What follows belongs to an exercise in optimizing a design on an open flow for small area and a short achievable clock period; a production flow would make more cautious choices. The RTL was checked by simulation tests, not by an equivalence proof against the original design. Power is estimated from default activity; no workload was simulated.

Design TopLevel, start of the top module:
module TopLevel (
    input  logic        clk, rst,
    output logic [31:0] imem_addr,
    input  logic [31:0] imem_rdata,
    output logic [31:0] dmem_addr,
    output logic [31:0] dmem_wdata,
    output logic [3:0]  dmem_wstrb,
    output logic        dmem_re,
    input  logic [31:0] dmem_rdata
);
Size in the first run: roughly 5200 cells after synthesis, roughly 0.057 mm² of cells after synthesis.
clock: 15.0 ns
lec_check: 0
cap_margin: 10
core_margin: 2
core_utilization: 55
cts_buf_list: sky130_fd_sc_hd__clkbuf_8
place_density: 0.75
slew_margin: 10
synth_hierarchical: 1
synth_minimum_keep_size: 0
standard.sh (not shown) runs the stock make flow with config.mk's settings and CLKGATE_MAP_FILE= SYNTH_SCRIPT=/design/flow/synth_recipe.tcl, a recipe that flattens the netlist after the stock synthesis.
==> flow/flow/run.sh <==
#!/bin/bash
# The standard layout with these changes:
#  - the port buffers are buf_4 cells (buffer_ports' own pick is a slow delay cell);
#  - timing repair aims SETUP_SLACK_MARGIN below the clock period;
#  - clock tree synthesis inserts no dummy loads.
# The full make output goes to standard_flow.log; ORFS's own logs are under orfs/logs.
set -euo pipefail
cd "$(dirname "$0")/.."
bash standard.sh \
  "BUFFER_PORTS_ARGS=-buffer_cell sky130_fd_sc_hd__buf_4" \
  SETUP_SLACK_MARGIN=6 \
  "CTS_ARGS=-sink_clustering_enable -repair_clock_nets -buf_list sky130_fd_sc_hd__clkbuf_8 -dont_use_dummy_load" \
  finish > standard_flow.log 2>&1
The baseline ran to the end with violations: max-capacitance violations, max-slew violations.
Change:
==> flow/flow/run.sh (replaced) <==
#!/bin/bash
# The standard layout with two changes: the port buffers are buf_4 cells (buffer_ports'
# own pick is a slow delay cell), and timing repair aims SETUP_SLACK_MARGIN below the period.
# The full make output goes to standard_flow.log; ORFS's own logs are under orfs/logs.
set -euo pipefail
cd "$(dirname "$0")/.."
bash standard.sh "BUFFER_PORTS_ARGS=-buffer_cell sky130_fd_sc_hd__buf_4" SETUP_SLACK_MARGIN=5 finish > standard_flow.log 2>&1
Settings changed: CORE_UTILIZATION 55 to 40, PLACE_DENSITY 0.75 to default.
This time the run produced a clean layout. Worst hold slack gets worse by 0.055 ns. Setup slack gets worse by 0.41 ns. Die area rose by well over a third. Sequential power hardly moves. Cell area fell by a few percent. Final cell count is higher by a few percent. Total power falls slightly.

* * *

build 24:
TopLevel, a different RTL version from the one above (not shown whole).
For scale: about 170 I/O pins, about 56000 µm² of cells after synthesis.
Settings: LEC_CHECK=0, CAP_MARGIN=20, CORE_MARGIN=2, CORE_UTILIZATION=55, CTS_BUF_LIST=sky130_fd_sc_hd__clkbuf_8, PLACE_DENSITY=0.75, SLEW_MARGIN=20, SYNTH_HIERARCHICAL=1, SYNTH_MINIMUM_KEEP_SIZE=0, TNS_END_PERCENT=10; clock period 15.0 ns.
==> flow/flow/run.sh <==
#!/bin/bash
# The standard layout with these changes:
#  - the port buffers are buf_2 cells (buffer_ports' own pick is a slow delay cell);
#  - timing repair aims SETUP_SLACK_MARGIN below the clock period;
#  - clock tree synthesis inserts no dummy loads and clusters up to 14 sinks per leaf buffer.
# The full make output goes to standard_flow.log; ORFS's own logs are under orfs/logs.
set -euo pipefail
cd "$(dirname "$0")/.."
bash standard.sh \
  "BUFFER_PORTS_ARGS=-buffer_cell sky130_fd_sc_hd__buf_2" \
  SETUP_SLACK_MARGIN=5.5 \
  "CTS_ARGS=-sink_clustering_enable -repair_clock_nets -buf_list sky130_fd_sc_hd__clkbuf_8 -sink_clustering_size 14 -sink_clustering_max_diameter 80 -dont_use_dummy_load" \
  finish > standard_flow.log 2>&1
The inputs of build 69 differ from those of build 24 as listed below.
==> flow/flow/run.sh <==
#!/bin/bash
# The standard layout with these changes:
#  - the port buffers are buf_4 cells (buffer_ports' own pick is a slow delay cell);
#  - timing repair aims SETUP_SLACK_MARGIN below the clock period;
#  - clock tree synthesis inserts no dummy loads.
# The full make output goes to standard_flow.log; ORFS's own logs are under orfs/logs.
set -euo pipefail
cd "$(dirname "$0")/.."
bash standard.sh \
  "BUFFER_PORTS_ARGS=-buffer_cell sky130_fd_sc_hd__buf_4" \
  SETUP_SLACK_MARGIN=5.5 \
  "CTS_ARGS=-sink_clustering_enable -repair_clock_nets -buf_list sky130_fd_sc_hd__clkbuf_8 -dont_use_dummy_load" \
  finish > standard_flow.log 2>&1
-- flow/config.mk --
<<< build 24, line 15
export SYNTH_MINIMUM_KEEP_SIZE = 0
export TNS_END_PERCENT = 10
>>> build 69, line 15
export SYNTH_MINIMUM_KEEP_SIZE = 0
### Flow results
Compared with build 24, build 69 instantiates a larger number of cells.
Going from build 24 to build 69, power spent charging and discharging nets grew by a few percent.
Summary of the comparison: first-iteration DRC count is lower in build 69, relative to build 24.
Static leakage in build 69 is 0.70 nW higher than in build 24
Build 69 against build 24; overall power is up by a little under 10%.
Going from build 24 to build 69, the clock network power was found to have gone up by about 40%.
On final area, build 69 does worse than build 24.
The via count reported for build 69 is higher than the one for build 24.
Modified inputs, build 75 compared to build 69
==> flow/flow/run.sh <==
#!/bin/bash
# The standard layout with these changes:
#  - the port buffers are buf_2 cells (buffer_ports' own pick is a slow delay cell);
#  - timing repair aims SETUP_SLACK_MARGIN below the clock period;
#  - clock tree synthesis inserts no dummy loads and clusters up to 14 sinks per leaf buffer.
# The full make output goes to standard_flow.log; ORFS's own logs are under orfs/logs.
set -euo pipefail
cd "$(dirname "$0")/.."
bash standard.sh \
  "BUFFER_PORTS_ARGS=-buffer_cell sky130_fd_sc_hd__buf_2" \
  SETUP_SLACK_MARGIN=5.5 \
  "CTS_ARGS=-sink_clustering_enable -repair_clock_nets -buf_list sky130_fd_sc_hd__clkbuf_8 -sink_clustering_size 14 -sink_clustering_max_diameter 80 -dont_use_dummy_load" \
  finish > standard_flow.log 2>&1
-- flow/config.mk --
<<< build 69, line 9
export CORE_MARGIN = 2
export CORE_UTILIZATION = 55
export CTS_BUF_LIST = sky130_fd_sc_hd__clkbuf_8
export PLACE_DENSITY = 0.75
export SLEW_MARGIN = 20
>>> build 75, line 9
export CORE_MARGIN = 2
export CORE_UTILIZATION = 62
export CTS_BUF_LIST = sky130_fd_sc_hd__clkbuf_8
export PLACE_DENSITY = 0.85
export SLEW_MARGIN = 20
==> notes.md <==
Between build 75 and build 69, the difference in synthesized area is negligible. Looking at final wirelength, build 75 sits 2.8% lower than build 69 does. The higher sequential share of cell area of build 75 and build 69 is in build 75. Compared with build 69, the router placed more vias in build 75. Cmp build 75 vs build 69: final period utilization higher in build 75.
Modified inputs, build 22 compared to build 75
==> flow/config.mk <==
export PLATFORM = sky130hd
export DESIGN_NAME = TopLevel
export DESIGN_NICKNAME = TopLevel
export VERILOG_FILES = /design/flow/design.v
export SDC_FILE = /design/flow/constraint.sdc
export NUM_CORES = 4
export LEC_CHECK = 0
export CAP_MARGIN = 15
export CORE_MARGIN = 2
export CORE_UTILIZATION = 55
export CTS_BUF_LIST = sky130_fd_sc_hd__clkbuf_8
export PLACE_DENSITY = 0.75
export SLEW_MARGIN = 15
export SYNTH_HIERARCHICAL = 1
export SYNTH_MINIMUM_KEEP_SIZE = 0
--- outcome ---
Build 22 did not stop at any stage, and its layout met the timing, design-rule and antenna checks.
Sort build 22 and build 75 by height of the chip, ascending, and build 75 comes first.
Compared with build 75, build 22 is more frugal on power.
Against build 75 as the reference, build 22 delivers a lower total routing usage reported by global routing.
Count of TritonRoute iterations in the first routing pass (build 22 over build 75): decrease, 4
Final clock period utilization by the worst path for build 22: 0.16 points down relative to build 75
Compared with build 75, build 22 shows footprint of the multi-input gates lower by 0.66%.
Wire: build 22 routes less than build 75
There was hardly any difference in clock insertion delay at the later pin of the skew report between build 22 and build 75.
[inputs] build 70 vs build 22
==> flow/flow/run.sh <==
#!/bin/bash
# The standard layout with these changes:
#  - the port buffers are buf_2 cells (buffer_ports' own pick is a slow delay cell);
#  - timing repair aims SETUP_SLACK_MARGIN below the clock period;
#  - clock tree synthesis inserts no dummy loads and clusters up to 16 sinks per leaf buffer.
# The full make output goes to standard_flow.log; ORFS's own logs are under orfs/logs.
set -euo pipefail
cd "$(dirname "$0")/.."
bash standard.sh \
  "BUFFER_PORTS_ARGS=-buffer_cell sky130_fd_sc_hd__buf_2" \
  SETUP_SLACK_MARGIN=5.7 \
  "CTS_ARGS=-sink_clustering_enable -repair_clock_nets -buf_list sky130_fd_sc_hd__clkbuf_8 -sink_clustering_size 16 -sink_clustering_max_diameter 90 -dont_use_dummy_load" \
  finish > standard_flow.log 2>&1
Results
- met1 demand-to-capacity share in global routing was lower in build 22 than in build 70.
- Build 22 -> build 70: internal portion of total power flat
- Comparing build 70 and build 22, the lower initial antenna violation count was measured on build 70.
- Re final cycle utilization of the critical path: build 22 was higher than build 70.

* * *

Another version of the RTL of TopLevel (not shown whole).
Size: about 170 I/O pins, ~57000 um2 of cells after synthesis.
// TopLevel
module TopLevel (
    input  logic        clk, rst,
    output logic [31:0] imem_addr,
    input  logic [31:0] imem_rdata,
    output logic [31:0] dmem_addr,
    output logic [31:0] dmem_wdata,
    output logic [3:0]  dmem_wstrb,
    output logic        dmem_re,
    input  logic [31:0] dmem_rdata
);
export LEC_CHECK = 0
export CAP_MARGIN = 10
export CORE_MARGIN = 2
export CORE_UTILIZATION = 40
export CTS_BUF_LIST = sky130_fd_sc_hd__clkbuf_8
export SLEW_MARGIN = 10
export SYNTH_HIERARCHICAL = 1
export SYNTH_MINIMUM_KEEP_SIZE = 0
create_clock -name core_clock -period 15.0 [get_ports {clk}]
==> flow/flow/run.sh <==
#!/bin/bash
# The standard layout with two changes: the port buffers are buf_4 cells (buffer_ports'
# own pick is a slow delay cell), and timing repair aims SETUP_SLACK_MARGIN below the period.
# The full make output goes to standard_flow.log; ORFS's own logs are under orfs/logs.
set -euo pipefail
cd "$(dirname "$0")/.."
bash standard.sh "BUFFER_PORTS_ARGS=-buffer_cell sky130_fd_sc_hd__buf_4" SETUP_SLACK_MARGIN=5 finish > standard_flow.log 2>&1
Next try:
- CORE_UTILIZATION: 40 -> 55
- PLACE_DENSITY: not set -> 0.75
What happened: Worst setup slack gets worse by 0.066 ns. Area after synthesis stays the same. Sequential power is about the same. Final area is lower slightly. Die area decreases by a quarter to a third. Clock-buffer cell count falls by 12. Global-route usage goes up by 12 points.
Next try:
==> flow/flow/run.sh (replaced) <==
#!/bin/bash
set -euo pipefail
cd "$(dirname "$0")/.."
bash standard.sh SETUP_SLACK_MARGIN=7 finish > standard_flow.log 2>&1
- CAP_MARGIN: 10 -> 20
- CORE_UTILIZATION: 55 -> 40
- CTS_BUF_LIST: sky130_fd_sc_hd__clkbuf_8 -> not set
- PLACE_DENSITY: 0.75 -> not set
- SLEW_MARGIN: 10 -> 20
Via count climbs by 10%.
Non-clock buffer count goes up by 725.
Total power goes up by 20%.
Utilization shrinks by 4.9 points.
Sequential share of layout area decreases by 9.9 points.
Combinational power went up by 54%.
Worst hold slack gets better by 0.13 ns.
Routed wire length is higher by 21%.
Sequential power stays flat.
Final area goes up by 26%.
Next try:
==> flow/run.sh (new file) <==
#!/bin/bash
# synth_recipe.tcl (not shown) runs the flow's synth.tcl, then flattens the netlist and writes it again
# the make line also repeats each setting of config.mk as NAME=value (left out here)
make -C /OpenROAD-flow-scripts/flow DESIGN_CONFIG=/design/flow/config.mk WORK_HOME=/design/flow/orfs CLKGATE_MAP_FILE= SYNTH_SCRIPT=/design/flow/synth_recipe.tcl finish
- SETUP_SLACK_MARGIN: not set -> 5
removed: flow/flow/run.sh
removed: flow/standard.sh
Outcome: Critical path depth is higher by 1; power is lower by roughly a tenth; clock skew is higher by 0.016 ns; via count is lower by roughly a tenth.

==> what the ideal ports hide <==
Ports are ideal in the flow. The routed layouts listed here were re-timed in OpenROAD. Step 1, drivers: a clkbuf_16 drives clk and a buf_2 each remaining input, both assumed. Step 2, shift: input delay + t, output delay - t, t = (earliest + latest rising clock arrival at the registers) / 2. This alone moves slack from input paths to output paths. Slacks: no drivers / after step 1 / after step 2; pairs: no drivers / after step 1.
run | shift t [ns] | setup WS [ns] | worst setup path after step 2
the first run of note 1 | 0.926 | 5.238 / 5.085 / 4.713 | input to register
the second run of note 1 | 0.980 | 4.831 / 4.796 / 4.064 | input to register
build 24 | 0.831 | 5.329 / 5.380 / 4.554 | input to register
build 69 | 0.923 | 5.343 / 5.295 / 4.689 | input to register
build 75 | 0.795 | 5.277 / 5.234 / 4.588 | input to register
build 22 | 0.807 | 5.301 / 5.346 / 4.539 | input to register
build 70 | 0.806 | 5.506 / 5.397 / 4.895 | input to register
the first run of note 3 | 0.975 | 4.854 / 4.824 / 4.159 | input to register
the second run of note 3 | 0.929 | 4.788 / 4.761 / 3.995 | input to register
the third run of note 3 | 0.845 | 5.219 / 5.152 / 5.056 | input to register
the fourth run of note 3 | 0.832 | 4.820 / 4.838 / 4.028 | input to register
For the second run of note 3, which loses most, drivers alone change the setup slack by -0.027 ns; drivers and shift together by -0.793 ns.
